From an optimization exercise on the open Yosys and OpenROAD flow, aimed at small area, a short achievable clock period and few clock cycles per item; shortcuts taken in it are not production practice.
Function was checked by simulation only, so behaviour that the tests miss may differ from the original.
Power and IR drop assume default switching activity.

File: flow/design.v
module spiral #(
  parameter DATA_WIDTH = 8,
  parameter R_WIDTH  = 3,
  parameter C_WIDTH  = 3
)
(
  input  logic                  clk,
  input  logic                  rstn,
  input  logic [R_WIDTH-1:0]    row,  
  input  logic [C_WIDTH-1:0]    col,  
  input  logic [DATA_WIDTH-1:0] data_in,
  input  logic                  data_in_valid,
  output logic                  data_in_rdy,
  output logic [DATA_WIDTH-1:0] data_out,
  output logic                  data_out_valid,
  input  logic                  data_out_rdy
);
  localparam int N = 7;
  localparam logic [N-1:0] LO = 7'b0000001;    
  localparam logic [N-1:0] HI = 7'b1000000;    
  function automatic logic [N-1:0] rev(input logic [N-1:0] x);
    for (int k = 0; k < N; k++) rev[k] = x[N-1-k];
  endfunction
  function automatic logic [N-1:0] dec1(input logic [2:0] x);
    dec1 = '0;
    for (int k = 0; k < N; k++) if (x == 3'(k + 1)) dec1[k] = 1'b1;
  endfunction
  logic [DATA_WIDTH-1:0] mem [0:N-1][0:N-1];
  logic [N*N-1:0]        full;
  function automatic logic full_at(input logic [N-1:0] r, input logic [N-1:0] c,
                                   input logic [N*N-1:0] f);
    logic [N-1:0] hit;
    for (int i = 0; i < N; i++) hit[i] = r[i] && |(f[i*N +: N] & c);
    full_at = |hit;
  endfunction
  function automatic logic same(input logic [N-1:0] r0, input logic [N-1:0] c0,
                                input logic [N-1:0] r1, input logic [N-1:0] c1);
    same = |(r0 & r1) && |(c0 & c1);
  endfunction
  logic [N-1:0] wrow, wcol;
  logic         wo;
  logic         wfire, w_eor, w_eom, first_w;
  assign wfire   = data_in_valid && data_in_rdy;
  logic eor_q, lr_q;
  assign first_w = wo ? (wrow[N-1] && wcol[N-1]) : (wrow[0] && wcol[0]);
  assign w_eor   = first_w ? (col == 3'd1) : eor_q;
  assign w_eom   = w_eor && (first_w ? (row == 3'd1) : lr_q);
  logic [N-1:0] a_col, b_row, b_col, c_rc;
  assign a_col = wo ? (wcol >> 1) : (wcol << 1);
  assign b_row = wo ? (wrow >> 1) : (wrow << 1);
  logic a_eor, b_lr;        
  assign a_eor = |((wo ? rev(a_col) : a_col) & dec1(col));
  assign b_lr  = |((wo ? rev(b_row) : b_row) & dec1(row));
  assign b_col = wo ? HI : LO;
  assign c_rc  = wo ? LO : HI;
  localparam logic [1:0] D_R = 2'd0, D_D = 2'd1, D_L = 2'd2, D_U = 2'd3;
  logic         ract, ro, rok;
  logic [N-1:0] rrow, rcol;
  logic [1:0]   rdir;
  logic [2:0]   cnt, hn, vn;    
  logic         rfire, seg_end, rdone;
  assign rfire   = rok && (!data_out_valid || data_out_rdy);
  assign seg_end = (cnt == 3'd1);
  assign rdone   = seg_end && (rdir[0] ? (hn == 3'd0) : (vn == 3'd0));
  logic [1:0]   ndir;
  logic [N-1:0] adv_row, adv_col;
  always_comb begin
    ndir = seg_end ? rdir + 2'd1 : rdir;
    adv_row = rrow; adv_col = rcol;
    case (ndir)
      D_R: adv_col = ro ? (rcol >> 1) : (rcol << 1);
      D_D: adv_row = ro ? (rrow >> 1) : (rrow << 1);
      D_L: adv_col = ro ? (rcol << 1) : (rcol >> 1);
      default: adv_row = ro ? (rrow << 1) : (rrow >> 1);
    endcase
  end
  logic [5:0] qs [0:1];
  logic         ro_s;
  logic [N-1:0] s_rc;
  logic         start_ok;
  logic [5:0]   rshape;
  assign ro_s     = ract ? ~ro : ro;
  assign s_rc     = ro_s ? HI : LO;
  logic rc_cur, rc_a, rc_b, rc_c;      
  assign rc_cur = rfire && same(rrow, rcol, wrow, wcol);
  assign rc_a   = rfire && same(rrow, rcol, wrow, a_col);
  assign rc_b   = rfire && same(rrow, rcol, b_row, b_col);
  assign rc_c   = rfire && same(rrow, rcol, c_rc, c_rc);
  logic fcol_lo, fcol_hi;
  logic w_f_a, w_f_b, w_f_c, w_busy_n;
  assign w_f_a = full_at(wrow, a_col, full) && !rc_a;
  assign w_f_b = full_at(b_row, b_col, full) && !rc_b;
  assign w_f_c = (full_at(c_rc, c_rc, full) && !rc_c) || same(wrow, wcol, c_rc, c_rc);
  always_comb begin
    if (!wfire)      w_busy_n = !data_in_rdy && !rc_cur;
    else if (!w_eor) w_busy_n = w_f_a;
    else if (!w_eom) w_busy_n = w_f_b;
    else             w_busy_n = w_f_c;
  end
  logic r_f_adv, r_f_s;
  assign r_f_adv = full_at(adv_row, adv_col, full) || (wfire && same(wrow, wcol, adv_row, adv_col));
  logic r_full_s;
  assign r_full_s = full_at(s_rc, s_rc, full);
  assign r_f_s    = r_full_s || (wfire && same(wrow, wcol, s_rc, s_rc));
  assign start_ok = r_f_s;
  assign rshape   = r_full_s ? qs[ro_s] : {row, col};
  always_ff @(posedge clk or negedge rstn) begin
    if (!rstn) begin
      wrow <= LO; wcol <= LO; wo <= 1'b0;
      eor_q <= 1'b0; lr_q <= 1'b0;
      data_in_rdy <= 1'b1;
      qs[0] <= '0; qs[1] <= '0;
      ract <= 1'b0; ro <= 1'b0; rok <= 1'b0;
      rrow <= '0; rcol <= '0; rdir <= D_R;
      cnt <= '0; hn <= '0; vn <= '0;
      data_out_valid <= 1'b0;
      full <= '0;
    end else begin
      data_in_rdy <= !w_busy_n;
      if (wfire) begin
        if (!w_eor) begin
          wcol <= a_col;
          eor_q <= a_eor;
          if (first_w) lr_q <= (row == 3'd1);
        end else if (!w_eom) begin
          wrow <= b_row; wcol <= b_col;
          eor_q <= (col == 3'd1);
          lr_q <= b_lr;
        end else begin
          wrow <= c_rc; wcol <= c_rc; wo <= ~wo;
        end
      end
      if (wfire && first_w) qs[wo] <= {row, col};
      if (!ract || (rfire && rdone)) begin
        if (ract) ro <= ~ro;
        ract <= start_ok;
        rdir <= D_R;
        cnt  <= rshape[2:0];
        hn   <= rshape[2:0] - 3'd1;
        vn   <= rshape[5:3] - 3'd1;
        rrow <= s_rc; rcol <= s_rc;
        rok  <= start_ok;
      end else if (rfire) begin
        rdir <= ndir;
        if (seg_end) begin
          if (rdir[0]) begin cnt <= hn; hn <= hn - 3'd1; end
          else         begin cnt <= vn; vn <= vn - 3'd1; end
        end else cnt <= cnt - 3'd1;
        rrow <= adv_row; rcol <= adv_col;
        rok  <= r_f_adv;
      end else begin
        rok <= rok || (wfire && same(wrow, wcol, rrow, rcol));
      end
      if (rfire) data_out_valid <= 1'b1;
      else if (data_out_rdy) data_out_valid <= 1'b0;
      for (int i = 0; i < N; i++)
        for (int j = 0; j < N; j++) begin
          if (wfire && wrow[i] && wcol[j]) full[i*N+j] <= 1'b1;
          else if (rfire && rrow[i] && rcol[j]) full[i*N+j] <= 1'b0;
        end
    end
  end
  logic [DATA_WIDTH-1:0] colv [0:N-1];
  logic [DATA_WIDTH-1:0] rdata;
  always_comb begin
    for (int j = 0; j < N; j++) begin
      colv[j] = '0;
      for (int i = 0; i < N; i++) colv[j] = colv[j] | (mem[i][j] & {DATA_WIDTH{rrow[i]}});
    end
    rdata = '0;
    for (int j = 0; j < N; j++) rdata = rdata | (colv[j] & {DATA_WIDTH{rcol[j]}});
  end
  always_ff @(posedge clk) begin
    for (int i = 0; i < N; i++)
      for (int j = 0; j < N; j++)
        if (wfire && wrow[i] && wcol[j]) mem[i][j] <= data_in;
    if (rfire) data_out <= rdata;
  end
endmodule
File: flow/constraint.sdc
create_clock -name core_clock -period 7.0 [get_ports {clk}]
set_input_delay 1.4000 -clock core_clock [delete_from_list [all_inputs] [get_ports {clk}]]
set_output_delay 1.4000 -clock core_clock [all_outputs]
set_load 0.01 [all_outputs]
File: flow/config.mk
export PLATFORM = sky130hd
export DESIGN_NAME = spiral
export DESIGN_NICKNAME = spiral
export VERILOG_FILES = /design/flow/design.v
export SDC_FILE = /design/flow/constraint.sdc
export NUM_CORES = 4
export LEC_CHECK = 0
export CAP_MARGIN = 20
export CORE_MARGIN = 2
export CORE_UTILIZATION = 50
export SETUP_SLACK_MARGIN = 4.0
export SLEW_MARGIN = 20
File: flow/run.sh
#!/bin/bash
# synth_recipe.tcl (not shown) runs the flow's synth.tcl, then flattens the netlist and writes it again
# the make line also repeats each setting of config.mk as NAME=value (left out here)
make -C /OpenROAD-flow-scripts/flow DESIGN_CONFIG=/design/flow/config.mk WORK_HOME=/design/flow/orfs CLKGATE_MAP_FILE= SYNTH_SCRIPT=/design/flow/synth_recipe.tcl finish
==> flow_summary.ini, run 1 <==
[timing]
hold_viol_final = 0
fin_crit_sh_pct = 42.9
slew_violations = 0
rsz0062_at_grt = true
worstMarginPinSlew_ns = 0.974
slew_headroom_pct = 35.1
min_period_ns = 3.00
setup_viol = 0
fmax_ghz = 0.333
finClkSkew_ns = 0.0255
setup_ws_ns = 4.00
tns_ns = 0

[placed_design]
dp_hpwl_um = 37300
gp_congestion = 0.970
place_ws_ns = 2.71
portBuffers = 27

[floorplanning]
ios = 28
die_h_um = 210
die_w_um = 210
core_area_um2 = 41900
num_rows = 75
start_util_pct = 50.6
dieArea_um2 = 44100

[job]
cap_violations = 0

[finish]
fillers = 3339
area_growth_pct = 12.9
utilization_pct = 57.1
drive_gt1_share_pct = 14.8
nets = 1534
n_antenna_cell = 0

[power_and_ir_drop]
p_int_mw = 4.81
power_density_nw_per_um2 = 251
pwr-share-seq_pct = 54.3
power.share.clock_pct = 44.0
comb_power_share_pct = 1.7
ir_worst_vdd_uv = 188
p_sw_share_pct = 20.1
p_leak_nw = 8.44
switchingPower_mw = 1.21

[setup_path]
timing.rr.end = rok$_DFF_PN0_
crit_chain = clkdlybuf4s50_1 > nand2_1 > nor3_2 > mux2_2
path_buf_inv = 1
rrSetupSlack_ns = 4.03
critPathArrivalTime_ns = 3.46
r2r-start = cnt[1]$_DFFE_PN0P_
cp_slowest_stage_delay_ns = 0.64
endpoint_kind = flip-flop
rr_worst_depth = 10
cp_slowest_cell = nor3_2
startpoint = data_in_valid
required_ns = 7.46
critPathKind = in -> reg
cp_num_cells = 4
critPathMaxFanout = 21
start_kind = input port
cp_top_family = simple AND/OR/NAND/NOR gates

[synth]
synth_area_um2 = 21200
synth.distinct_cells = 58
syn_inst = 1503
synth_top_family_by_area = compound AO/OA/AOI/OAI gates
async_flop_share_pct = 21.3
yosys.area_share.adder_pct = 0.236
synth_edf_count = 400
synth_simple_gate_area_share_pct = 7.33
synth-seq-cells = 508
syn_nets = 1525
synth_top_area_share_pct = 56.6
synth_top_flop_cell = edfxtp_1
synth_xor_area_share_pct = 0.366
synth.avg_cell_area_um2 = 14.1
yosysTopAreaCell = edfxtp_1
yosysWarningCount = 4
synth_seq_area_share_pct = 69.4
synth_compound_area_share_pct = 16.8
synthMuxAreaShare_pct = 3.30
yosys-top-cells-area = edfxtp_1, dfrtp_1, a22oi_1

[clock_tree]
cts_sinks = 508
ctsHoldBuffers = 0
numCtsBuffers = 51
clock_latency_ns = 0.59
htreeDepth = 2
cts_tree = done
root_buffer = clkbuf_16
path_clk_slew_ns = 0.06
cts.path.max_buffers = 3

[min_path]
hold_end = qs[1][5]$_DFFE_PN0P_
hold_path_class = reg -> reg
hold_path_depth = 1
holdCritStartpoint = qs[1][5]$_DFFE_PN0P_

[outcome]
status = timing/DRC/antenna clean

[global_route]
grt_pass1_wl_um = 92900
track_usage_pct = 28.7
grt_pass1_vias = 13900
grt-ovfl-total = 0
grt_max_degree = 61
grt_antenna_before_repair = 1

[route]
wl_per_cell_um = 30.2
drc = 0
drtIter0Drc = 2123
antenna_left = 0
vias_per_cell = 6.97
num_vias = 14600
wirelength_um = 63000
drt-pass1-iter-count = 9
==> logic make-up after synthesis <==
logic type,count (synthesis)
DFF,508
AOI/OAI and AO/OA,465
and+or+nand+nor,316
buffers and inverters,139
muxes,63
xor gates and xnor gates,8
adders and majority gates,4
==> layout by cell type, fill, tap and decap left out, drive strengths merged, types with 7 or more instances in the layout <==
cell / n
clkdlybuf4s50: 23
a21o: 51
and2: 11
buf: 52
a211oi: 7
a21oi: 37
clkbuf: 70
nand3: 132
nor3: 20
o31ai: 7
edfxtp: 400
clkinv: 12
o22ai: 9
a31oi: 8
a22o: 12
mux2: 25
inv: 20
dfrtp: 105
a22oi: 154
mux2i: 35
a222oi: 88
a221oi: 21
and3: 38
nor2: 29
nand2: 69
o21ai: 45
==> state kept, by name, summed over array words and instances (netlist names) <==
signal	count
mem	392
full	49
qs	12
data_out	8
rcol	7
rrow	7
wcol	7
wrow	7
cnt	3
hn	3
vn	3
rdir	2
data_in_rdy	1
data_out_valid	1
eor_q	1
lr_q	1
ract	1
ro	1
rok	1
wo	1
==> worst reg2reg max path, stage by stage, from the launching register on <==
cell       delay (ns)
dfrtp_1          0.36
inv_1            0.09
ha_1             0.27
nor2b_4          0.24
nand2_2          0.20
o22ai_1          0.73
a222oi_1         0.26
and3_1           0.20
a211oi_1         0.28
a2111oi_2        0.11
a31oi_1          0.16
==> metrics by stage <==
stage / instances / total power [mW] / hold slack (ns) / instance area [um2]
after floorplan: 1503 / 3.35 / 0.466 / 21200
after global placement: 1984 / 3.42 / 0.485 / 22000
after detailed placement: 1984 / 3.42 / 0.495 / 22000
after CTS: 2082 / 6.05 / 0.509 / 23800
after global routing: 2089 / 6.17 / 0.515 / 23900
final: 2089 / 6.01 / 0.507 / 23900
==> Yosys cell counts (12+ instances only) <==
cell type,instances
a21o_1,51
a21oi_1,37
a221oi_1,21
a222oi_1,88
a22o_1,12
a22oi_1,154
and3_1,38
buf_1,31
clkbuf_1,89
dfrtp_1,105
edfxtp_1,400
inv_1,14
mux2_2,23
mux2i_1,35
nand2_1,69
nand3_1,132
nor2_1,29
nor3_1,20
o21ai_0,43
==> worst max-delay path by stage <==
stage                                      end  slack [ns]
after global placement       hn[2]$_DFFE_PN0P_        2.76
after floorplan              vn[2]$_DFFE_PN0P_        3.96
after global routing             rok$_DFF_PN0_        3.87
after detailed placement     hn[2]$_DFFE_PN0P_        2.71
final                     qs[1][3]$_DFFE_PN0P_        4.00
after CTS                        rok$_DFF_PN0_        3.85
==> power groups by stage <==
stage                     Combinational, mW  Sequential (mW)  Clock, mW
after floorplan                      0.0220             3.33          0
after global placement               0.0919             3.33          0
after detailed placement             0.0936             3.33          0
after CTS                            0.0983             3.27       2.68
after global routing                  0.109             3.26       2.80
final                                0.0995             3.27       2.65
==> per-layer routing <==
metal | share of wire [%] | wire, um | global-route usage [%] | vias up
met5 | 0 | 0 | 0 | -
met4 | 3.4 | 2160 | 9.46 | 0
met3 | 9.6 | 6030 | 5.86 | 148
met2 | 46 | 28800 | 44.9 | 861
met1 | 41 | 26000 | 40.8 | 7391
li1 | - | - | - | 6150
==> area by class of cell <==
cell class | count | area [um2] | area share [%]
well taps | 539 | 674 | 2.82
flip-flops and latches | 508 | 14700 | 61.5
clock buffers | 70 | 1410 | 5.88
repair inverters | 2 | 17.5 | 0.0732
multi-input cells | 857 | 6170 | 25.8
clock inverters | 21 | 198 | 0.826
inverters | 15 | 68.8 | 0.288
repair buffers | 77 | 668 | 2.79
==> what timing repair did <==
action / in CTS / in global routing
endpoints found under the setup margin: 69 / 220
gates cloned: 2 / 1
resized for setup: 31 / 39
setup buffers: 5 / 6
pin swaps: 2 / 2
Testbench counts, summed over its fixed seeds: cycles 9,507, items 8,134.
==> run 2: changes to the inputs <==
--- a/flow/design.v
+++ b/flow/design.v
@@ -63,3 +63,3 @@
   assign seg_end = (cnt == 3'd1);
-  assign rdone   = seg_end && (rdir[0] ? (hn == 3'd0) : (vn == 3'd0));
+  assign rdone   = seg_end && (rdir[0] ? (hn == 3'd1) : (vn == 3'd1));
   logic [1:0]   ndir;
@@ -111,6 +111,3 @@
       data_in_rdy <= 1'b1;
-      qs[0] <= '0; qs[1] <= '0;
       ract <= 1'b0; ro <= 1'b0; rok <= 1'b0;
-      rrow <= '0; rcol <= '0; rdir <= D_R;
-      cnt <= '0; hn <= '0; vn <= '0;
       data_out_valid <= 1'b0;
@@ -132,3 +129,2 @@
       end
-      if (wfire && first_w) qs[wo] <= {row, col};
       if (!ract || (rfire && rdone)) begin
@@ -136,15 +132,4 @@
         ract <= start_ok;
-        rdir <= D_R;
-        cnt  <= rshape[2:0];
-        hn   <= rshape[2:0] - 3'd1;
-        vn   <= rshape[5:3] - 3'd1;
-        rrow <= s_rc; rcol <= s_rc;
         rok  <= start_ok;
       end else if (rfire) begin
-        rdir <= ndir;
-        if (seg_end) begin
-          if (rdir[0]) begin cnt <= hn; hn <= hn - 3'd1; end
-          else         begin cnt <= vn; vn <= vn - 3'd1; end
-        end else cnt <= cnt - 3'd1;
-        rrow <= adv_row; rcol <= adv_col;
         rok  <= r_f_adv;
@@ -160,2 +145,19 @@
         end
+    end
+  end
+  always_ff @(posedge clk) begin
+    if (wfire && first_w) qs[wo] <= {row, col};
+    if (!ract || (rfire && rdone)) begin
+      rdir <= D_R;
+      cnt  <= rshape[2:0];
+      hn   <= rshape[2:0];
+      vn   <= rshape[5:3];
+      rrow <= s_rc; rcol <= s_rc;
+    end else if (rfire) begin
+      rdir <= ndir;
+      if (seg_end) begin
+        if (rdir[0]) begin cnt <= hn - 3'd1; hn <= hn - 3'd1; end
+        else         begin cnt <= vn - 3'd1; vn <= vn - 3'd1; end
+      end else cnt <= cnt - 3'd1;
+      rrow <= adv_row; rcol <= adv_col;
     end
--- a/flow/config.mk
+++ b/flow/config.mk
@@ -10,3 +10,3 @@
 export CORE_UTILIZATION = 50
-export SETUP_SLACK_MARGIN = 4.0
+export SETUP_SLACK_MARGIN = 4.5
 export SLEW_MARGIN = 20
==> flow_summary.ini, run 2 <==
[min_path]
hold_path_class = reg -> reg
holdCritStartpoint = eor_q$_DFFE_PN0P_

[power_and_ir_drop]
power_density_nw_per_um2 = 258
power_mw = 6.41
p_leak_nw = 8.72
ir_worst_vdd_uv = 229

[setup_path]
required_ns = 7.49
cp_slowest_cell = dfrtp_2
startpoint = ro$_DFFE_PN0P_
start_kind = flip-flop
endpoint_kind = flip-flop
critPathArrivalTime_ns = 3.19
critPathMaxFanout = 5
cp_common_cell = a31oi_1
r2r-start = ro$_DFFE_PN0P_
critPathKind = reg -> reg
crit_chain = xor2_4 > buf_4 > mux2i_2 > a221oi_4 > a222oi_1 > a31oi_1 > nor4_2 > a31oi_1
cp_slowest_stage_delay_ns = 0.50

[clock_tree]
ctsHoldBuffers = 0
clock_latency_ns = 0.61
root_buffer = clkbuf_16
htreeDepth = 2
cts.path.max_buffers = 3
numCtsBuffers = 54
path_clk_slew_ns = 0.07
cts_tree = done
cts_sinks = 508

[floorplanning]
num_rows = 74
dieArea_um2 = 43400
die_w_um = 208
start_util_pct = 50.8
die_h_um = 208
ios = 28
core_area_um2 = 41000

[route]
wirelength_um = 64000
drt-pass1-iter-count = 7
num_vias = 14200
drc = 0
drtIter0Drc = 2121
antenna_left = 0
wl_per_cell_um = 30.7
vias_per_cell = 6.82

[timing]
slew_headroom_pct = 33.9
min_period_ns = 2.70
setup_ws_ns = 4.30
finClkSkew_ns = 0.0222
fin_crit_sh_pct = 38.6
tns_ns = 0
rsz0062_at_grt = true
worstMarginPinSlew_ns = 0.991
slew_violations = 0
setup_viol = 0
fmax_ghz = 0.371
holdWs_ns = 0.507
hold_viol_final = 0

[placed_design]
portBuffers = 27
place_ws_ns = 2.97
gp_congestion = 0.916
dp_hpwl_um = 35200

[global_route]
met3_usage_pct = 6.13
grt_max_degree = 72
met2_usage_pct = 44.1
met1_usage_pct = 40.2
track_usage_pct = 28.5
grt_pass1_vias = 13300
busiest_layer = met2
grt-ovfl-total = 0
grt_antenna_before_repair = 1
grt_pass1_wl_um = 90500

[finish]
final_common_cell = edfxtp_1
largest_reg_flops = 392
nets = 1536
regMostFlops = mem
largest_registers = mem (392), full (49), qs (12)
area_growth_pct = 19.2
n_antenna_cell = 0
final_cell_mix = edfxtp_1, a22oi_1, nand3_1
drive_gt1_share_pct = 21.9

[synth]
post-synth-top-count-cell = edfxtp_1
synth.distinct_cells = 63
synth_seq_area_share_pct = 71.4
synth_area_um2 = 20900
synth-seq-cells = 508
yosys-top-cells-area = edfxtp_1, dfrtp_1, a22oi_1
synth.avg_cell_area_um2 = 14.6
yosysTopAreaCell = edfxtp_1
synth_edf_count = 435
yosysWarningCount = 3
synth_top_area_share_pct = 62.6
async_flop_share_pct = 14.0
synth_top_flop_cell = edfxtp_1
syn_nets = 1453
synth_common_cells = edfxtp_1, a22oi_1, nand3_1, a222oi_1, clkbuf_1
syn_inst = 1429

[job]
cap_violations = 0

[outcome]
status = timing/DRC/antenna clean
==> run 2: cell types whose count changed after synthesis, sizes merged, moves of 8 or more <==
cell and delta:
a21oi -8, a221oi -19, a22o -12, a31oi +20
and3 +12, dfrtp -37, edfxtp +35, mux2 -19
mux2i -22, nand3 -11, o21ai -10
==> run 2: metal layers <==
| layer | part of all wire [%] | routed length [um] |
|---|---|---|
| met1 | 41 | 26000 |
| met3 | 10 | 6450 |
| met2 | 46 | 29400 |
| met4 | 3.3 | 2110 |
| met5 | 0.020 | 13 |
==> run 2: worst max-delay path, delay by kind of cell, from the launching register on <==
family / cells / cell delay (ns)
XOR/XNOR: 1 / 0.28
buffers and inverters: 1 / 0.18
AO/OA/AOI/OAI: 4 / 0.89
flip-flops: 1 / 0.50
AND/OR/NAND/NOR: 1 / 0.33
multiplexers: 1 / 0.40
==> run 2: worst paths after layout <==
path	to	slack, ns	cells after the start
min in group asynchronous	data_out_valid$_DFFE_PN0P_	0.92	1
max	rok$_DFF_PN0_	4.30	8
min	eor_q$_DFFE_PN0P_	0.51	1
max reg2reg	rok$_DFF_PN0_	4.30	8
max in group asynchronous	wo$_DFFE_PN0P_	5.39	1
min reg2reg	eor_q$_DFFE_PN0P_	0.51	1
==> run 2: what timing repair did <==
item	CTS	global route
pin swaps	16	47
setup endpoints to repair	509	91
buffers inserted	26	51
cloned	6	9
resized for setup	152	67
==> run 2: layout make-up <==
cell class                      count  area, um2
Clock buffer                       60       1380
Clock inverter                     38        488
Fill cell                        3138      16200
Inverter                           21        110
Multi-Input combinational cell    786       5880
Sequential cell                   508      14900
Tap cell                          532        666
Timing Repair Buffer              140       1420
Timing Repair inverter              1       8.76
==> run 2: stage by stage <==
step	utilization, %	area [um2]	std cells
finish	60.6	24900	2086
global placement	52.5	21500	1896
CTS	58.7	24100	2026
global route	60.6	24900	2086
floorplan	-	20900	1429
detailed placement	52.5	21500	1896
==> run 2: report_power, final <==
| part | switching [mW] | leakage (nW) | internal, mW |
|---|---|---|---|
| clock network | 1.19 | 0.912 | 1.83 |
| logic | 0.0740 | 2.86 | 0.0265 |
| registers | 0.00223 | 4.96 | 3.29 |
| total | 1.27 | 8.72 | 5.14 |
==> run 2: kinds of logic (layout without fill, tap and decap cells) <==
group | Yosys count | in the layout | synth area share (%)
AOI/OAI and AO/OA | 433 | 436 | 16.0
buffers and inverters | 139 | 260 | 2.82
adders and majority gates | 6 | 6 | 0.360
DFF | 508 | 508 | 71.4
xor gates and xnor gates | 13 | 14 | 0.762
muxes | 22 | 22 | 1.27
and+or+nand+nor | 308 | 308 | 7.37
Testbench counts of run 2, summed over its fixed seeds: cycles 9,507, items 8,134.
==> run 3: changes to the inputs <==
--- a/flow/design.v
+++ b/flow/design.v
@@ -42,2 +42,3 @@
   logic         wfire, w_eor, w_eom, first_w;
+  logic         up;             
   assign wfire   = data_in_valid && data_in_rdy;
@@ -94,3 +95,3 @@
   always_comb begin
-    if (!wfire)      w_busy_n = !data_in_rdy && !rc_cur;
+    if (!wfire)      w_busy_n = !data_in_rdy && up && !rc_cur;
     else if (!w_eor) w_busy_n = w_f_a;
@@ -99,4 +100,14 @@
   end
+  logic [N-1:0] frow, fcol;
+  always_comb
+    for (int k = 0; k < N; k++) begin
+      frow[k] = 1'b0; fcol[k] = 1'b0;
+      for (int i = 0; i < N; i++) begin
+        frow[k] = frow[k] | (rrow[i] && full[i*N + k]);
+        fcol[k] = fcol[k] | (rcol[i] && full[k*N + i]);
+      end
+    end
   logic r_f_adv, r_f_s;
-  assign r_f_adv = full_at(adv_row, adv_col, full) || (wfire && same(wrow, wcol, adv_row, adv_col));
+  assign r_f_adv = (ndir[0] ? |(fcol & adv_row) : |(frow & adv_col)) ||
+                   (wfire && same(wrow, wcol, adv_row, adv_col));
   logic r_full_s;
@@ -110,3 +121,4 @@
       eor_q <= 1'b0; lr_q <= 1'b0;
-      data_in_rdy <= 1'b1;
+      data_in_rdy <= 1'b0;
+      up <= 1'b0;
       ract <= 1'b0; ro <= 1'b0; rok <= 1'b0;
@@ -116,2 +128,3 @@
       data_in_rdy <= !w_busy_n;
+      up <= 1'b1;
       if (wfire) begin
==> flow_summary.ini, run 3 <==
[outcome]
status = timing/DRC/antenna clean

[setup_path]
required_ns = 7.31
r2r-start = rrow[2]$_SDFFCE_PP0P_
rrSetupSlack_ns = 4.33
critPathArrivalTime_ns = 2.97
critPathKind = reg -> reg
timing.rr.end = data_out[4]$_DFFE_PP_
rr_worst_depth = 6
start_kind = flip-flop
endpoint_kind = flip-flop
critPathMaxFanout = 47

[synth]
yosysTopAreaCell = edfxtp_1
synth_top_area_share_pct = 61.8
post-synth-top-count-cell = edfxtp_1
synth_top_flop_cell = edfxtp_1
syn_nets = 1504
async_flop_share_pct = 14.1
synth.avg_cell_area_um2 = 14.3
yosysWarningCount = 3
synth_area_um2 = 21100
synth.distinct_cells = 60
syn_inst = 1480
synth-seq-cells = 509
yosys-top-cells-area = edfxtp_1, dfrtp_1, a22oi_1
synth_edf_count = 435
synth_seq_area_share_pct = 70.5
synth_common_cells = edfxtp_1, a22oi_1, nand3_1, clkbuf_1, a222oi_1

[timing]
rsz0062_at_grt = true
hold_viol_final = 0
min_period_ns = 2.67
slew_headroom_pct = 33.2
tns_ns = 0
worstMarginPinSlew_ns = 1.00
finClkSkew_ns = 0.0150
fin_crit_sh_pct = 38.1
fmax_ghz = 0.375
setup_viol = 0
slew_violations = 0

[finish]
regMostFlops = mem
nets = 1539
n_antenna_cell = 0
largest_reg_flops = 392
final_common_cell = edfxtp_1
utilization_pct = 58.8
largest_registers = mem (392), full (49), qs (12)
final_cells = 2097
fin_area_um2 = 24600
final_cell_mix = edfxtp_1, a22oi_1, nand3_1
area_growth_pct = 16.4
drive_gt1_share_pct = 16.9

[placed_design]
portBuffers = 27
dp.cells = 1952
dpl-instance-area_um2 = 22000
gp_congestion = 0.939
dp_hpwl_um = 37200

[min_path]
hold_end = eor_q$_DFFE_PN0P_
hold_path_class = reg -> reg
hold_path_depth = 1
holdCritStartpoint = eor_q$_DFFE_PN0P_

[route]
vias_per_cell = 6.88
drc = 0
drtIter0Drc = 2264
antenna_left = 0
drt-pass1-iter-count = 11
wirelength_um = 65400
num_vias = 14400
wl_per_cell_um = 31.2

[global_route]
grt_max_degree = 67
grt_antenna_before_repair = 0
track_usage_pct = 29.9
grt_pass1_vias = 13900
grt-ovfl-total = 0
grt_pass1_wl_um = 95900

[clock_tree]
cts_tree = done
root_buffer = clkbuf_16
cts_sinks = 509
clock_latency_ns = 0.61
cts.path.max_buffers = 3
numCtsBuffers = 51
htreeDepth = 2
path_clk_slew_ns = 0.06

[floorplanning]
core_area_um2 = 41900
num_rows = 75
die_w_um = 210
dieArea_um2 = 43900
start_util_pct = 50.5
ios = 28
die_h_um = 210

[power_and_ir_drop]
power_density_nw_per_um2 = 402
p_leak_nw = 8.78
ir_worst_vdd_uv = 236

[job]
cap_violations = 0
run 3: changes by cell type after synthesis, moves of 5 or more:
| cell | delta |
|---|---|
| a31oi_1 | -15 |
| nor2_1 | +7 |
| a22oi_1 | +32 |
| and2_1 | +6 |
| clkbuf_1 | +16 |
| xnor2_1 | +6 |
| buf_1 | +5 |
| nand3_1 | +17 |
| and3_1 | -11 |
| a21oi_1 | -11 |
run 3: cell type report:
class / count / area [um2]
timing repair buffer: 109 / 1220
tap: 539 / 674
clock inverter: 23 / 253
sequential: 509 / 14900
clock buffer: 73 / 1430
fill: 3268 / 17300
inverter: 20 / 86.3
multi-input combinational: 824 / 6020
run 3: cells by family (layout without fill, tap and decap cells):
family                     count (synthesis)  after routing  share of synthesized area (%)
AOI/OAI and AO/OA                        446            446                           16.4
xor gates and xnor gates                  14             14                          0.669
adders and majority gates                  6              6                          0.355
buffers and inverters                    147            225                           2.69
DFF                                      509            509                           70.5
muxes                                     28             28                           1.62
other                                      1              1                         0.0177
and+or+nand+nor                          329            329                           7.74
run 3: how the worst max path moves through the flow:
stage	end	cells after the start	slack (ns)	startpoint
floorplan	rok$_DFF_PN0_	8	4.11	data_in_valid
global placement	mem[46][1]$_DFFE_PP_	5	3.08	data_in_valid
detailed placement	mem[46][6]$_DFFE_PP_	5	3.04	data_in_valid
CTS	data_out[7]	1	4.37	data_out[7]$_DFFE_PP_
global route	data_out[1]	1	4.38	data_out[1]$_DFFE_PP_
finish	data_out[4]$_DFFE_PP_	6	4.33	rrow[2]$_SDFFCE_PP0P_
run 3: power breakdown:
group	leakage, nW	switching, mW	internal (mW)
sequential	4.87	0.383	3.56
clock	0.813	1.16	1.61
combinational	3.10	2.05	1.13
total	8.78	3.60	6.30
run 3: through the flow:
step	worst slack (ns)	hold slack [ns]	total power [mW]
6_report	4.33	0.532	9.90
4_1_cts	4.37	0.536	9.74
3_3_place_gp	3.08	0.501	6.58
2_1_floorplan	4.11	0.484	5.58
3_5_place_dp	3.04	0.523	6.61
5_1_grt	4.38	0.546	10.2
run 3: routing by layer:
| layer | track usage [%] | part of all wire (%) |
|---|---|---|
| met2 | 45.1 | 45 |
| met5 | 0 | 0 |
| met1 | 44.2 | 41 |
| met4 | 10.4 | 3.4 |
| met3 | 5.52 | 10 |
run 3: worst max-delay path: stages (launching register included):
cell and delay, ns:
edfxtp_1 0.38, buf_6 0.25, buf_6 0.29, a22oi_1 0.21, nand3_1 0.17, a222oi_1 0.84
nand3_1 0.14
run 3: timing repair:
item,4_1_cts,5_1_grt
endpoints found under the setup margin,502,57
resized for setup,116,24
gates cloned,7,2
setup buffers,33,7
pin swaps,22,10
hold buffers,0,0
Testbench counts of run 3, summed over its fixed seeds: cycles 9,515, items 8,134.
==> run 4: changes to the inputs <==
--- a/flow/config.mk
+++ b/flow/config.mk
@@ -9,3 +9,3 @@
 export CORE_MARGIN = 2
-export CORE_UTILIZATION = 50
+export CORE_UTILIZATION = 65
 export SETUP_SLACK_MARGIN = 4.5
==> flow_summary.ini, run 4 <==
[synth]
async_flop_share_pct = 14.1
yosys-top-cells-area = edfxtp_1, dfrtp_1, a22oi_1
syn_inst = 1480
yosysWarningCount = 3
synth_xor_area_share_pct = 0.669
yosysTopAreaCell = edfxtp_1
synth_common_cells = edfxtp_1, a22oi_1, nand3_1, clkbuf_1, a222oi_1
post-synth-top-count-cell = edfxtp_1
synth.avg_cell_area_um2 = 14.3
synth_area_um2 = 21100
synthMuxAreaShare_pct = 1.62
synth_top_flop_cell = edfxtp_1
syn_nets = 1504
synth_top_family_by_area = compound AO/OA/AOI/OAI gates
synth_seq_area_share_pct = 70.5
synth-seq-cells = 509
synth.distinct_cells = 60
synth_compound_area_share_pct = 16.4
synth_simple_gate_area_share_pct = 7.74
yosys.area_share.adder_pct = 0.355
synth_edf_count = 435
synth_top_area_share_pct = 61.8

[floorplanning]
die_w_um = 184
start_util_pct = 65.5
die_h_um = 184
core_area_um2 = 32300
num_rows = 66
ios = 28
dieArea_um2 = 34000

[clock_tree]
ctsHoldBuffers = 0
path_clk_slew_ns = 0.06
htreeDepth = 2
numCtsBuffers = 50
cts_tree = done
clock_latency_ns = 0.57
root_buffer = clkbuf_16
cts.path.max_buffers = 3
cts_sinks = 509

[global_route]
track_usage_pct = 37.5
grt_pass1_wl_um = 92100
grt_antenna_before_repair = 0
grt_max_degree = 73
grt_pass1_vias = 13900
grt-ovfl-total = 0

[placed_design]
dpl-instance-area_um2 = 21900
portBuffers = 27
gp_congestion = 1.00
dp_hpwl_um = 35100

[finish]
drive_gt1_share_pct = 17.9
largest_registers = mem (392), full (49), qs (12)
regMostFlops = mem
final_cell_mix = edfxtp_1, a22oi_1, nand3_1
fin_area_um2 = 24600
area_growth_pct = 16.5
final_common_cell = edfxtp_1
largest_reg_flops = 392
nets = 1553

[route]
wl_per_cell_um = 31.1
drtIter0Drc = 2649
num_vias = 14700
antenna_left = 0
drt-pass1-iter-count = 8
wirelength_um = 62600
drc = 0
vias_per_cell = 7.31

[setup_path]
critPathArrivalTime_ns = 2.91
cp_slowest_cell = a222oi_1
cp_slowest_stage_delay_ns = 0.77
crit_chain = buf_4 > buf_8 > a22oi_1 > nand3_1 > a222oi_1 > nand3_1
rr_worst_depth = 6
cp_common_cell = nand3_1
r2r-start = rrow[3]$_SDFFCE_PP0P_
rrSetupSlack_ns = 4.36
critPathMaxFanout = 47
start_kind = flip-flop
required_ns = 7.26
critPathKind = reg -> reg
timing.rr.end = data_out[2]$_DFFE_PP_
endpoint_kind = flip-flop

[min_path]
holdCritStartpoint = eor_q$_DFFE_PN0P_
hold_end = eor_q$_DFFE_PN0P_
hold_path_depth = 1
hold_path_class = reg -> reg

[power_and_ir_drop]
ir_worst_vdd_uv = 320
p_leak_nw = 8.88
power_mw = 9.91
power_density_nw_per_um2 = 402

[job]
cap_violations = 0

[timing]
fmax_ghz = 0.379
hold_viol_final = 0
tns_ns = 0
slew_headroom_pct = 31.1
setup_viol = 0
slew_violations = 0
min_period_ns = 2.64
fin_crit_sh_pct = 37.7
rsz0062_at_grt = true
finClkSkew_ns = 0.0319
worstMarginPinSlew_ns = 1.03

[outcome]
status = timing/DRC/antenna clean
run 4: changes by cell type in the layout (fill, tap and decap cells not counted), sizes merged, moves of 2 or more:
| cell | change |
|---|---|
| clkdlybuf4s50 | +2 |
| clkbuf | -14 |
| buf | +15 |
| clkinv | +7 |
run 4: cell type report:
cell class	instances	area (um2)
diodes	1	2.50
clock buffers	62	1340
clock inverters	31	325
fillers	1938	7660
inverters	20	97.6
multi-input cells	824	6030
flip-flops and latches	509	14900
well taps	442	553
repair buffers	124	1370
run 4: how the worst max path moves through the flow:
stage,endpoint,cells past startpoint,from,slack (ns)
after detailed placement,data_in_rdy$_DFF_PN0_,8,data_out_rdy,3.11
final,data_out[2]$_DFFE_PP_,6,rrow[3]$_SDFFCE_PP0P_,4.36
after global routing,data_out[2]$_DFFE_PP_,6,rrow[1]$_SDFFCE_PP0P_,4.34
after global placement,data_in_rdy$_DFF_PN0_,8,data_out_rdy,3.10
after floorplan,rok$_DFF_PN0_,8,data_in_valid,4.11
after CTS,rok$_DFF_PN0_,9,data_in_valid,4.42
run 4: critical path: cells and delay by family, from the launching register on:
kind | cells | cell delay [ns]
and+or+nand+nor | 2 | 0.39
buffers and inverters | 2 | 0.54
AOI/OAI and AO/OA | 2 | 0.99
DFF | 1 | 0.36
run 4: kinds of logic (layout without fill, tap and decap cells):
| logic type | count (synthesis) | in the layout |
|---|---|---|
| AOI/OAI and AO/OA | 446 | 446 |
| xor gates and xnor gates | 14 | 14 |
| adders and majority gates | 6 | 6 |
| buffers and inverters | 147 | 237 |
| DFF | 509 | 509 |
| muxes | 28 | 28 |
| other | 1 | 2 |
| and+or+nand+nor | 329 | 329 |
run 4: stage by stage:
step	instances	worst slack (ns)	utilization, %	hold WS, ns
global route	2012	4.34	76.3	0.565
CTS	2006	4.42	75.8	0.529
floorplan	1480	4.11	-	0.484
detailed placement	1855	3.11	67.8	0.517
global placement	1855	3.10	67.8	0.505
finish	2013	4.36	76.3	0.531
run 4: layer usage:
layer / global-route usage (%) / up-vias / part of all wire, %
met5: 0 / - / 0
met4: 14.7 / 0 / 4.5
met3: 9.25 / 196 / 14
met2: 55.7 / 1106 / 45
met1: 54.0 / 7230 / 37
li1: - / 6176 / -
run 4: report_power, final:
part	total (mW)	leakage (nW)	switching (mW)	internal, mW
registers	3.93	4.87	0.375	3.56
clock network	2.70	0.811	1.12	1.58
logic	3.27	3.20	2.08	1.20
total	9.91	8.88	3.57	6.33
run 4: what timing repair did:
item | in CTS | in global routing
buffers inserted | 49 | 6
resized for setup | 121 | 30
cloned | 9 | 0
pin swaps | 23 | 10
setup endpoints to repair | 500 | 58
==> run 5: changes to the inputs <==
--- a/flow/config.mk
+++ b/flow/config.mk
@@ -9,3 +9,4 @@
 export CORE_MARGIN = 2
-export CORE_UTILIZATION = 65
+export CORE_UTILIZATION = 50
+export CTS_BUF_LIST = sky130_fd_sc_hd__clkbuf_4 sky130_fd_sc_hd__clkbuf_8
 export SETUP_SLACK_MARGIN = 4.5
==> flow_summary.ini, run 5 <==
[clock_tree]
numCtsBuffers = 83
clock_latency_ns = 0.65
root_buffer = clkbuf_8
htreeDepth = 3
path_clk_slew_ns = 0.06
ctsHoldBuffers = 0
cts_sinks = 509
cts_tree = done
cts.path.max_buffers = 3

[floorplanning]
num_rows = 75
core_area_um2 = 41900
die_w_um = 210
start_util_pct = 50.5
die_h_um = 210
dieArea_um2 = 43900
ios = 28

[timing]
worstMarginPinSlew_ns = 1.02
finClkSkew_ns = 0.0257
rsz0062_at_grt = true
fin_crit_sh_pct = 37.8
fmax_ghz = 0.377
setup_viol = 0
slew_headroom_pct = 31.8
min_period_ns = 2.65
slew_violations = 0
holdWs_ns = 0.531
tns_ns = 0
hold_viol_final = 0

[synth]
synth_common_cells = edfxtp_1, a22oi_1, nand3_1, clkbuf_1, a222oi_1
synth_top_flop_cell = edfxtp_1
synth_xor_area_share_pct = 0.669
synth_seq_area_share_pct = 70.5
yosys-top-cells-area = edfxtp_1, dfrtp_1, a22oi_1
synth.distinct_cells = 60
yosysWarningCount = 3
synthMuxAreaShare_pct = 1.62
synth-seq-cells = 509
yosys.area_share.adder_pct = 0.355
synth_top_family_by_area = compound AO/OA/AOI/OAI gates
syn_inst = 1480
syn_nets = 1504
post-synth-top-count-cell = edfxtp_1
synth_compound_area_share_pct = 16.4
synth.avg_cell_area_um2 = 14.3
synth_edf_count = 435
async_flop_share_pct = 14.1
synth_top_area_share_pct = 61.8
synth_simple_gate_area_share_pct = 7.74
synth_area_um2 = 21100
yosysTopAreaCell = edfxtp_1

[setup_path]
endpoint_kind = output pin
timing.rr.end = data_out[4]$_DFFE_PP_
cp_slowest_stage_delay_ns = 0.43
rr_worst_depth = 6
start_kind = flip-flop
cp_top_family = flip-flops
critPathKind = reg -> out
rrSetupSlack_ns = 4.47
required_ns = 5.60
path_buf_inv = 1
r2r-start = rrow[2]$_SDFFCE_PP0P_
critPathMaxFanout = 1
critPathArrivalTime_ns = 1.25
cp_slowest_cell = edfxtp_1
crit_chain = buf_2

[route]
antenna_left = 0
wirelength_um = 65700
num_vias = 14600
wl_per_cell_um = 30.7
vias_per_cell = 6.80
drt-pass1-iter-count = 10
drc = 0
drtIter0Drc = 2059

[power_and_ir_drop]
p_leak_nw = 8.78
ir_worst_vdd_uv = 201
power_density_nw_per_um2 = 391

[job]
cap_violations = 0

[placed_design]
dpl-instance-area_um2 = 22000
dp.cells = 1952
dp_hpwl_um = 37200
gp_congestion = 0.939
portBuffers = 27

[global_route]
track_usage_pct = 30.1
grt_antenna_before_repair = 0
grt_pass1_wl_um = 96800
grt-ovfl-total = 0
grt_max_degree = 67
grt_pass1_vias = 14300

[finish]
largest_reg_flops = 392
final_common_cell = edfxtp_1
nets = 1573
regMostFlops = mem
final_cells = 2140
drive_gt1_share_pct = 20.1
fin_area_um2 = 24500
largest_registers = mem (392), full (49), qs (12)
area_growth_pct = 15.7
utilization_pct = 58.4
n_antenna_cell = 0
final_cell_mix = edfxtp_1, a22oi_1, nand3_1

[outcome]
status = timing/DRC/antenna clean

[min_path]
hold_end = lr_q$_DFFE_PN0P_
hold_path_class = reg -> reg
hold_path_depth = 1
holdCritStartpoint = lr_q$_DFFE_PN0P_
-- run 5: what timing repair did --
item / CTS / global route
gates cloned: 7 / 1
gates resized for setup: 114 / 22
endpoints found under the setup margin: 452 / 26
pin swaps: 23 / 15
setup buffers: 35 / 8
endpoints found under the hold margin: 0 / 0
-- run 5: layout make-up --
type	instances	area, um2
Fill cell	3329	17400
Multi-Input combinational cell	824	6030
Inverter	20	90.1
Clock inverter	26	134
Clock buffer	111	1380
Tap cell	539	674
Sequential cell	509	14900
Timing Repair Buffer	111	1230
-- run 5: through the flow --
step	worst slack [ns]	total power, mW
6_report	4.35	9.57
4_1_cts	4.31	9.42
3_3_place_gp	3.08	6.58
5_1_grt	4.33	9.89
3_5_place_dp	3.04	6.61
2_1_floorplan	4.11	5.58
-- run 5: worst max-delay path by stage --
stage / start / cells after the start / to / slack, ns
after floorplan: data_in_valid / 8 / rok$_DFF_PN0_ / 4.11
after global placement: data_in_valid / 5 / mem[46][1]$_DFFE_PP_ / 3.08
after detailed placement: data_in_valid / 5 / mem[46][6]$_DFFE_PP_ / 3.04
after CTS: data_out[7]$_DFFE_PP_ / 1 / data_out[7] / 4.31
after global routing: data_out[1]$_DFFE_PP_ / 1 / data_out[1] / 4.33
final: data_out[7]$_DFFE_PP_ / 1 / data_out[7] / 4.35
-- run 5: power by group --
part	internal, mW	switching, mW	total, mW
sequential	3.56	0.384	3.94
clock	1.28	1.17	2.44
combinational	1.13	2.05	3.19
-- run 5: layer usage --
| layer | track usage, % | vias up | wire length (um) |
|---|---|---|---|
| met5 | 0 | - | 0 |
| met4 | 12.2 | 0 | 2340 |
| met3 | 6.27 | 168 | 6470 |
| met2 | 45.1 | 830 | 29600 |
| met1 | 43.5 | 7351 | 27300 |
| li1 | - | 6202 | - |
-- run 5: cell families after synthesis --
kind of cell | count (synthesis)
AND/OR/NAND/NOR | 329
AO/OA/AOI/OAI | 446
other | 1
buffers and inverters | 147
adder cells (fa/ha/maj) | 6
flip-flops | 509
XOR/XNOR | 14
multiplexers | 28
==> run 6: changes to the inputs <==
--- a/flow/design.v
+++ b/flow/design.v
@@ -62,3 +62,7 @@
   logic         rfire, seg_end, rdone;
-  assign rfire   = rok && (!data_out_valid || data_out_rdy);
+  logic r_wcur, byp, rav;
+  assign r_wcur  = ract && same(wrow, wcol, rrow, rcol);
+  assign byp     = !rok && wfire && r_wcur;
+  assign rav     = rok || byp;
+  assign rfire   = rav && (!data_out_valid || data_out_rdy);
   assign seg_end = (cnt == 3'd1);
@@ -93,3 +97,4 @@
   assign w_f_b = full_at(b_row, b_col, full) && !rc_b;
-  assign w_f_c = (full_at(c_rc, c_rc, full) && !rc_c) || same(wrow, wcol, c_rc, c_rc);
+  assign w_f_c = (full_at(c_rc, c_rc, full) && !rc_c) ||
+                 (same(wrow, wcol, c_rc, c_rc) && !(byp && rfire));
   always_comb begin
@@ -149,3 +154,3 @@
       end else begin
-        rok <= rok || (wfire && same(wrow, wcol, rrow, rcol));
+        rok <= rav;
       end
@@ -155,4 +160,4 @@
         for (int j = 0; j < N; j++) begin
-          if (wfire && wrow[i] && wcol[j]) full[i*N+j] <= 1'b1;
-          else if (rfire && rrow[i] && rcol[j]) full[i*N+j] <= 1'b0;
+          if (rfire && rrow[i] && rcol[j]) full[i*N+j] <= 1'b0;
+          else if (wfire && wrow[i] && wcol[j]) full[i*N+j] <= 1'b1;
         end
@@ -191,3 +196,3 @@
         if (wfire && wrow[i] && wcol[j]) mem[i][j] <= data_in;
-    if (rfire) data_out <= rdata;
+    if (rfire) data_out <= rok ? rdata : data_in;
   end
--- a/flow/config.mk
+++ b/flow/config.mk
@@ -10,3 +10,2 @@
 export CORE_UTILIZATION = 50
-export CTS_BUF_LIST = sky130_fd_sc_hd__clkbuf_4 sky130_fd_sc_hd__clkbuf_8
 export SETUP_SLACK_MARGIN = 4.5
==> flow_summary.ini, run 6 <==
[outcome]
status = timing/DRC/antenna clean

[timing]
fmax_ghz = 0.383
finClkSkew_ns = 0.0226
tns_ns = 0
worstMarginPinSlew_ns = 1.01
fin_crit_sh_pct = 37.3
holdWs_ns = 0.551
slew_violations = 0
setup_viol = 0
slew_headroom_pct = 32.5
rsz0062_at_grt = true
hold_viol_final = 0
min_period_ns = 2.61

[route]
drtIter0Drc = 2602
drt-pass1-iter-count = 8
vias_per_cell = 7.05
antenna_left = 0
num_vias = 14800
drc = 0
wl_per_cell_um = 32.7
wirelength_um = 68700

[synth]
synth_area_um2 = 21300
synth.avg_cell_area_um2 = 14.2
syn_nets = 1516
synth.distinct_cells = 67
async_flop_share_pct = 14.1
synth-seq-cells = 509
synth_top_flop_cell = edfxtp_1
synth_common_cells = edfxtp_1, a22oi_1, a222oi_1, clkbuf_1, nand3_1
synth_top_area_share_pct = 61.5
yosysTopAreaCell = edfxtp_1
synth_seq_area_share_pct = 70.1
yosysWarningCount = 3
syn_inst = 1492
yosys-top-cells-area = edfxtp_1, dfrtp_1, a22oi_1
post-synth-top-count-cell = edfxtp_1
synth_edf_count = 435

[setup_path]
cp_slowest_cell = edfxtp_1
crit_chain = buf_2
critPathArrivalTime_ns = 1.21
endpoint_kind = output pin
cp_top_family = flip-flops
rr_worst_depth = 5
r2r-start = rrow[2]$_SDFFCE_PP0P_
timing.rr.end = data_out[3]$_DFFE_PN_
cp_slowest_stage_delay_ns = 0.44
critPathMaxFanout = 1
rrSetupSlack_ns = 4.44
cp_num_cells = 1
path_buf_inv = 1
start_kind = flip-flop
critPathKind = reg -> out
required_ns = 5.60

[min_path]
hold_end = lr_q$_DFFE_PN0P_
hold_path_depth = 2
hold_path_class = reg -> reg
holdCritStartpoint = lr_q$_DFFE_PN0P_

[finish]
final_cell_mix = edfxtp_1, a22oi_1, a222oi_1
nets = 1542
largest_reg_flops = 392
n_antenna_cell = 0
regMostFlops = mem
fin_area_um2 = 24600
area_growth_pct = 15.8
fillers = 3284
multi_input_area_um2 = 6150
seqCellArea_um2 = 14900
largest_registers = mem (392), full (49), qs (12)
final_common_cell = edfxtp_1
final_cells = 2099
drive_gt1_share_pct = 19.6

[floorplanning]
num_rows = 75
dieArea_um2 = 44200
core_area_um2 = 41900
start_util_pct = 50.7
die_h_um = 210
die_w_um = 210
ios = 28

[job]
cap_violations = 0

[global_route]
grt_max_degree = 73
grt_pass1_wl_um = 97500
grt_antenna_before_repair = 1
track_usage_pct = 30.5
grt-ovfl-total = 0
grt_pass1_vias = 13800

[placed_design]
gp_congestion = 0.950
dp.cells = 1956
dp_hpwl_um = 38100
dpl-instance-area_um2 = 22000
portBuffers = 27

[clock_tree]
numCtsBuffers = 51
cts_sinks = 509
cts.path.max_buffers = 3
root_buffer = clkbuf_16
clock_latency_ns = 0.61
path_clk_slew_ns = 0.07
cts_tree = done
htreeDepth = 2

[power_and_ir_drop]
ir_worst_vdd_uv = 230
power_density_nw_per_um2 = 397
p_leak_nw = 8.40
==> run 6: power breakdown <==
group | total [mW] | switching (mW) | internal [mW]
logic | 3.05 | 1.92 | 1.13
clock network | 2.73 | 1.15 | 1.58
registers | 3.98 | 0.423 | 3.56
total | 9.76 | 3.49 | 6.27
==> run 6: layout make-up <==
type | instances | share of cell area, %
well taps | 539 | 2.74
repair inverters | 2 | 0.0712
clock inverters | 25 | 0.931
clock buffers | 70 | 5.84
multi-input cells | 840 | 25.0
repair buffers | 101 | 4.44
flip-flops and latches | 509 | 60.7
inverters | 13 | 0.305
==> run 6: worst min-delay path, delay by kind of cell, from the launching register on <==
kind               cells  cell delay [ns]
AOI/OAI and AO/OA      1             0.05
and+or+nand+nor        1             0.08
DFF                    1             0.38
==> run 6: cells by family after synthesis <==
group,count (synthesis),synth area share [%]
multiplexers,36,2.02
flip-flops,509,70.1
adder cells (fa/ha/maj),6,0.353
AO/OA/AOI/OAI,451,16.2
buffers and inverters,145,2.92
XOR/XNOR,14,0.648
AND/OR/NAND/NOR,330,7.67
other,1,0.0176
==> run 6: worst max-delay path by stage <==
stage	start	endpoint	slack, ns
CTS	data_out_rdy	hn[2]$_DFFE_PP_	4.36
finish	data_out[5]$_DFFE_PN_	data_out[5]	4.39
global route	rrow[2]$_SDFFCE_PP0P_	data_out[3]$_DFFE_PN_	4.35
global placement	data_in_valid	vn[1]$_DFFE_PP_	3.04
detailed placement	data_in_valid	full[22]$_DFFE_PN0P_	2.96
floorplan	data_in_valid	data_in_rdy$_DFF_PN0_	4.24
==> run 6: timing repair <==
item                                   CTS  global route
endpoints found under the hold margin    0             0
setup endpoints to repair              535           123
resized for setup                      106            46
gates cloned                             5             7
hold buffers                             0             0
buffers inserted                        14            22
pin swaps                               10            22
==> run 6: per-stage QoR <==
stage | setup slack, ns | util, % | power (mW)
floorplan | 4.24 | - | 5.54
global placement | 3.04 | 52.6 | 6.49
detailed placement | 2.96 | 52.6 | 6.51
CTS | 4.36 | 57.6 | 9.46
global route | 4.35 | 58.7 | 10.1
finish | 4.39 | 58.7 | 9.76
==> run 6: layer usage <==
layer / vias up / part of all wire, % / track usage (%)
li1: 6173 / - / -
met1: 7492 / 41 / 44.9
met2: 966 / 45 / 45.7
met3: 155 / 11 / 5.90
met4: 2 / 3.5 / 10.4
met5: - / 0.019 / 0
Testbench counts of run 6, summed over its fixed seeds: cycles 9,408, items 8,134.
==> run 7: changes to the inputs <==
--- a/flow/config.mk
+++ b/flow/config.mk
@@ -10,2 +10,3 @@
 export CORE_UTILIZATION = 50
+export CTS_BUF_LIST = sky130_fd_sc_hd__clkbuf_4 sky130_fd_sc_hd__clkbuf_8
 export SETUP_SLACK_MARGIN = 4.5
==> flow_summary.ini, run 7 <==
[finish]
multi_input_area_um2 = 6180
seqCellArea_um2 = 14900
utilization_pct = 59.0
fillers = 3270
drive_gt1_share_pct = 23.5
final_cells = 2170
regMostFlops = mem
nets = 1591
fin_area_um2 = 24800
area_growth_pct = 16.5
final_cell_mix = edfxtp_1, a22oi_1, a222oi_1
n_antenna_cell = 0
largest_reg_flops = 392
final_common_cell = edfxtp_1
largest_registers = mem (392), full (49), qs (12)

[setup_path]
cp_top_family = flip-flops
cp_slowest_stage_delay_ns = 0.43
start_kind = flip-flop
required_ns = 5.60
path_buf_inv = 1
cp_slowest_cell = edfxtp_1
critPathArrivalTime_ns = 1.27
endpoint_kind = output pin
crit_chain = buf_2
critPathMaxFanout = 1
critPathKind = reg -> out

[route]
antenna_left = 0
drtIter0Drc = 2455
num_vias = 15000
drt-pass1-iter-count = 10
drc = 0
vias_per_cell = 6.92
wirelength_um = 69800
wl_per_cell_um = 32.2

[power_and_ir_drop]
power_density_nw_per_um2 = 390
p_leak_nw = 8.51
ir_worst_vdd_uv = 179

[synth]
syn_nets = 1516
synth_top_area_share_pct = 61.5
synth.distinct_cells = 67
synth_edf_count = 435
synth_top_flop_cell = edfxtp_1
post-synth-top-count-cell = edfxtp_1
syn_inst = 1492
async_flop_share_pct = 14.1
synth.avg_cell_area_um2 = 14.2
synth_area_um2 = 21300
yosysTopAreaCell = edfxtp_1
synth_common_cells = edfxtp_1, a22oi_1, a222oi_1, clkbuf_1, nand3_1
yosys-top-cells-area = edfxtp_1, dfrtp_1, a22oi_1
synth-seq-cells = 509
synth_seq_area_share_pct = 70.1
yosysWarningCount = 3

[global_route]
grt_pass1_wl_um = 98800
track_usage_pct = 31.0
grt_pass1_vias = 14200
grt_antenna_before_repair = 0
grt_max_degree = 73
grt-ovfl-total = 0

[floorplanning]
dieArea_um2 = 44200
die_w_um = 210
ios = 28
core_area_um2 = 41900
die_h_um = 210
num_rows = 75
start_util_pct = 50.7

[timing]
setup_viol = 0
fmax_ghz = 0.375
finClkSkew_ns = 0.0539
slew_headroom_pct = 33.5
fin_crit_sh_pct = 38.1
hold_viol_final = 0
min_period_ns = 2.67
tns_ns = 0
worstMarginPinSlew_ns = 0.997
slew_violations = 0
rsz0062_at_grt = true

[clock_tree]
cts_sinks = 509
clock_latency_ns = 0.67
numCtsBuffers = 83
cts_tree = done
root_buffer = clkbuf_8
cts.path.max_buffers = 3
htreeDepth = 3
path_clk_slew_ns = 0.06

[outcome]
status = timing/DRC/antenna clean

[placed_design]
dp.cells = 1956
gp_congestion = 0.950
dpl-instance-area_um2 = 22000
portBuffers = 27
dp_hpwl_um = 38100

[job]
cap_violations = 0

[min_path]
hold_path_class = reg -> reg
-- run 7: cell counts after synthesis --
No cell type changed its count.
-- run 7: metal layers --
metal	global-route usage, %	wire length [um]	part of all wire [%]	vias to the layer above
li1	-	-	-	6260
met1	44.1	27800	40	7551
met2	46.5	31300	45	1027
met3	8.02	8510	12	176
met4	11.4	2260	3.2	0
met5	0	0	0	-
-- run 7: timing repair --
action,in CTS,in global routing
gates resized for setup,113,63
setup endpoints to repair,516,80
cloned,7,5
hold buffers,0,0
pin swaps,15,25
setup buffers,23,30
-- run 7: logic make-up (layout without fill, tap and decap cells) --
logic type               count (synthesis)  after routing  synth area share (%)
AO/OA/AOI/OAI                          451            451                  16.2
XOR/XNOR                                14             14                 0.648
adder cells (fa/ha/maj)                  6              6                 0.353
buffers and inverters                  145            282                  2.92
flip-flops                             509            509                  70.1
multiplexers                            36             36                  2.02
other                                    1              1                0.0176
AND/OR/NAND/NOR                        330            332                  7.67
-- run 7: stage by stage --
step | hold WS, ns | total power, mW | setup WS, ns
finish | 0.551 | 9.65 | 4.33
global route | 0.580 | 9.96 | 4.31
CTS | 0.548 | 9.29 | 4.29
detailed placement | 0.530 | 6.51 | 2.96
global placement | 0.521 | 6.49 | 3.04
floorplan | 0.481 | 5.54 | 4.24
-- run 7: final cells by class --
class | count | share of cell area (%)
sequential | 509 | 60.3
clock inverter | 34 | 0.773
tap | 539 | 2.72
clock buffer | 115 | 5.66
multi-input combinational | 840 | 25.0
timing repair inverter | 1 | 0.0354
inverter | 13 | 0.318
timing repair buffer | 119 | 5.20
-- run 7: worst register-to-register path, stage by stage (launching register included) --
cell and delay [ns]:
edfxtp_1 0.37, buf_4 0.27, buf_12 0.26, a22oi_1 0.24, nand3_1 0.13, a222oi_1 0.83, a41oi_1 0.22
-- run 7: final timing paths --
kind	cells past startpoint	endpoint	startpoint	slack, ns
setup reg to reg	6	data_out[3]$_DFFE_PN_	rrow[5]$_SDFFCE_PP0P_	4.41
hold / removal	2	lr_q$_DFFE_PN0P_	lr_q$_DFFE_PN0P_	0.55
max in group asynchronous	1	wo$_DFFE_PN0P_	rstn	5.38
hold reg to reg	2	lr_q$_DFFE_PN0P_	lr_q$_DFFE_PN0P_	0.55
setup / recovery	1	data_out[0]	data_out[0]$_DFFE_PN_	4.33
min in group asynchronous	1	eor_q$_DFFE_PN0P_	rstn	0.89
-- run 7: power breakdown --
| group | leakage, nW | switching (mW) | internal, mW |
|---|---|---|---|
| Combinational | 2.80 | 1.98 | 1.19 |
| Sequential | 4.87 | 0.412 | 3.56 |
| Clock | 0.840 | 1.19 | 1.30 |
| Total | 8.51 | 3.58 | 6.06 |
==> run 8: changes to the inputs <==
--- a/flow/config.mk
+++ b/flow/config.mk
@@ -11,3 +11,3 @@
 export CTS_BUF_LIST = sky130_fd_sc_hd__clkbuf_4 sky130_fd_sc_hd__clkbuf_8
-export SETUP_SLACK_MARGIN = 4.5
+export SETUP_SLACK_MARGIN = 4.8
 export SLEW_MARGIN = 20
==> flow_summary.ini, run 8 <==
[timing]
slew_violations = 0
rsz0062_at_grt = true
slew_headroom_pct = 30.1
fin_crit_sh_pct = 38.3
worstMarginPinSlew_ns = 1.05
hold_viol_final = 0
fmax_ghz = 0.373
finClkSkew_ns = 0.0633
tns_ns = 0
setup_viol = 0
holdWs_ns = 0.536
min_period_ns = 2.68

[synth]
synth_top_flop_cell = edfxtp_1
synth_common_cells = edfxtp_1, a22oi_1, a222oi_1, clkbuf_1, nand3_1
synth_edf_count = 435
synth.distinct_cells = 67
syn_inst = 1492
synth_area_um2 = 21300
synth_seq_area_share_pct = 70.1
synth-seq-cells = 509
async_flop_share_pct = 14.1
synth.avg_cell_area_um2 = 14.2
yosysWarningCount = 3
yosys-top-cells-area = edfxtp_1, dfrtp_1, a22oi_1
yosysTopAreaCell = edfxtp_1
synth_top_area_share_pct = 61.5
syn_nets = 1516
post-synth-top-count-cell = edfxtp_1

[floorplanning]
die_h_um = 210
core_area_um2 = 41900
num_rows = 75
ios = 28
die_w_um = 210
dieArea_um2 = 44200
start_util_pct = 50.7

[setup_path]
r2r-start = rrow[2]$_SDFFCE_PP0P_
required_ns = 5.60
crit_chain = buf_6
critPathArrivalTime_ns = 1.28
path_buf_inv = 1
cp_slowest_cell = dfrtp_2
rrSetupSlack_ns = 4.41
endpoint_kind = output pin
start_kind = flip-flop
cp_slowest_stage_delay_ns = 0.45
critPathKind = reg -> out
critPathMaxFanout = 2
timing.rr.end = full[23]$_DFFE_PN0P_
rr_worst_depth = 13
startpoint = data_in_rdy$_DFF_PN0_
cp_top_family = flip-flops

[global_route]
grt_antenna_before_repair = 1
grt_max_degree = 73
met3_usage_pct = 9.36
grt-ovfl-total = 0
met2_usage_pct = 51.2
met1_usage_pct = 48.9
track_usage_pct = 34.7
busiest_layer = met2
grt_pass1_wl_um = 109000
grt_pass1_vias = 15100

[min_path]
holdCritStartpoint = up$_DFF_PN0_
hold_path_depth = 2
hold_end = data_in_rdy$_DFF_PN0_
hold_path_class = reg -> reg

[clock_tree]
numCtsBuffers = 83
root_buffer = clkbuf_8
clock_latency_ns = 0.69
cts_tree = done
htreeDepth = 3
cts.path.max_buffers = 3
path_clk_slew_ns = 0.08
cts_sinks = 509

[outcome]
status = timing/DRC/antenna clean

[route]
wl_per_cell_um = 34.2
antenna_left = 0
num_vias = 15800
drtIter0Drc = 2630
drt-pass1-iter-count = 9
vias_per_cell = 7.08
drc = 0
wirelength_um = 76200

[finish]
regMostFlops = mem
largest_reg_flops = 392
drive_gt1_share_pct = 31.4
final_cell_mix = edfxtp_1, a22oi_1, a222oi_1
final_common_cell = edfxtp_1
largest_registers = mem (392), full (49), qs (12)
nets = 1645
area_growth_pct = 24.0

[power_and_ir_drop]
power_density_nw_per_um2 = 401
ir_worst_vdd_uv = 212
p_leak_nw = 9.12
power_mw = 10.6

[placed_design]
gp_congestion = 0.953
dp_hpwl_um = 38500
portBuffers = 27

[job]
cap_violations = 0
[run 8: cell counts after synthesis]
Identical to the previous run, type by type.
[run 8: how the worst max path moves through the flow]
stage	end	slack [ns]	cells after the start
3_3_place_gp	full[23]$_DFFE_PN0P_	2.96	8
4_1_cts	data_in_rdy	4.30	1
5_1_grt	data_in_rdy	4.29	1
3_5_place_dp	full[35]$_DFFE_PN0P_	2.83	8
2_1_floorplan	data_in_rdy$_DFF_PN0_	4.24	10
6_report	data_in_rdy	4.32	1
[run 8: cell families (layout without fill, tap and decap cells)]
| family | after synthesis | in the layout | share of synthesized area (%) |
|---|---|---|---|
| AOI/OAI and AO/OA | 451 | 451 | 16.2 |
| xor gates and xnor gates | 14 | 14 | 0.648 |
| adders and majority gates | 6 | 6 | 0.353 |
| buffers and inverters | 145 | 337 | 2.92 |
| DFF | 509 | 509 | 70.1 |
| muxes | 36 | 36 | 2.02 |
| other | 1 | 3 | 0.0176 |
| and+or+nand+nor | 330 | 333 | 7.67 |
[run 8: final cells by class]
cell class	instances	area [um2]
Tap cell	539	674
Inverter	13	68.8
Antenna cell	2	5.00
Timing Repair Buffer	171	2170
Timing Repair inverter	2	32.5
Sequential cell	509	14900
Fill cell	3090	15600
Multi-Input combinational cell	841	6840
Clock buffer	123	1480
Clock inverter	28	160
[run 8: timing repair]
| action | in CTS | in global routing |
|---|---|---|
| gates resized for setup | 243 | 83 |
| setup endpoints to repair | 548 | 136 |
| pin swaps | 85 | 35 |
| setup buffers | 84 | 12 |
| cloned | 22 | 1 |
| hold endpoints to repair | 0 | 0 |
| hold buffers | 0 | 0 |
[run 8: layer usage]
metal / vias up / routed length (um)
li1: 6383 / -
met1: 7979 / 29400
met2: 1177 / 34000
met3: 238 / 9460
met4: 2 / 3330
met5: - / 29
[run 8: report_power, final]
group,leakage (nW),switching [mW],internal [mW]
Sequential,4.87,0.355,3.56
Clock,0.865,1.18,1.39
Combinational,3.38,2.42,1.65
[run 8: per-stage QoR]
| step | worst slack (ns) | instances | instance area (um2) | util (%) |
|---|---|---|---|---|
| after floorplan | 4.24 | 1492 | 21700 | - |
| after global placement | 2.96 | 1955 | 22200 | 53.0 |
| after detailed placement | 2.83 | 1956 | 22200 | 53.0 |
| after CTS | 4.30 | 2213 | 25800 | 61.6 |
| after global routing | 4.29 | 2227 | 26400 | 62.8 |
| final | 4.32 | 2228 | 26400 | 62.9 |

[re-timing with driven ports]
No port has a modelled driver above. Below, the same layouts with a new extraction and two added sets of constraints.
Step 1, drivers: a clkbuf_16 drives clk and a buf_2 each remaining input, both assumed.
Step 2 also shifts input and output timing later by t, the mid clock arrival at the registers, as if the neighbouring blocks saw the same clock.
Three values: no drivers, after step 1, after step 2; two values: the first two.
| run | shift t [ns] | setup WS [ns] | worst setup path after step 2 | latest minus earliest clock arrival (ns) | slew at the worst register clock pin (ns) |
|---|---|---|---|---|---|
| run 1 | 0.636 | 3.998 / 4.017 / 3.391 | input to register | 0.026 / 0.026 | 0.07 / 0.07 |
| run 2 | 0.657 | 4.301 / 4.267 / 3.820 | input to register | 0.023 / 0.022 | 0.07 / 0.07 |
| run 3 | 0.656 | 4.333 / 4.333 / 3.850 | input to register | 0.019 / 0.020 | 0.07 / 0.07 |
| run 4 | 0.613 | 4.358 / 4.358 / 3.915 | input to register | 0.033 / 0.033 | 0.07 / 0.07 |
| run 5 | 0.689 | 4.351 / 4.300 / 3.876 | input to register | 0.031 / 0.032 | 0.07 / 0.07 |
| run 6 | 0.651 | 4.389 / 4.334 / 3.840 | input to register | 0.023 / 0.023 | 0.07 / 0.07 |
| run 7 | 0.694 | 4.332 / 4.282 / 3.847 | input to register | 0.055 / 0.055 | 0.07 / 0.07 |
| run 8 | 0.715 | 4.322 / 4.264 / 3.849 | input to register | 0.064 / 0.064 | 0.08 / 0.08 |
After both steps setup and hold are still met in every run listed. The setup slack of run 1, which loses most, moves by +0.019 ns with the drivers and by -0.607 ns with both steps.
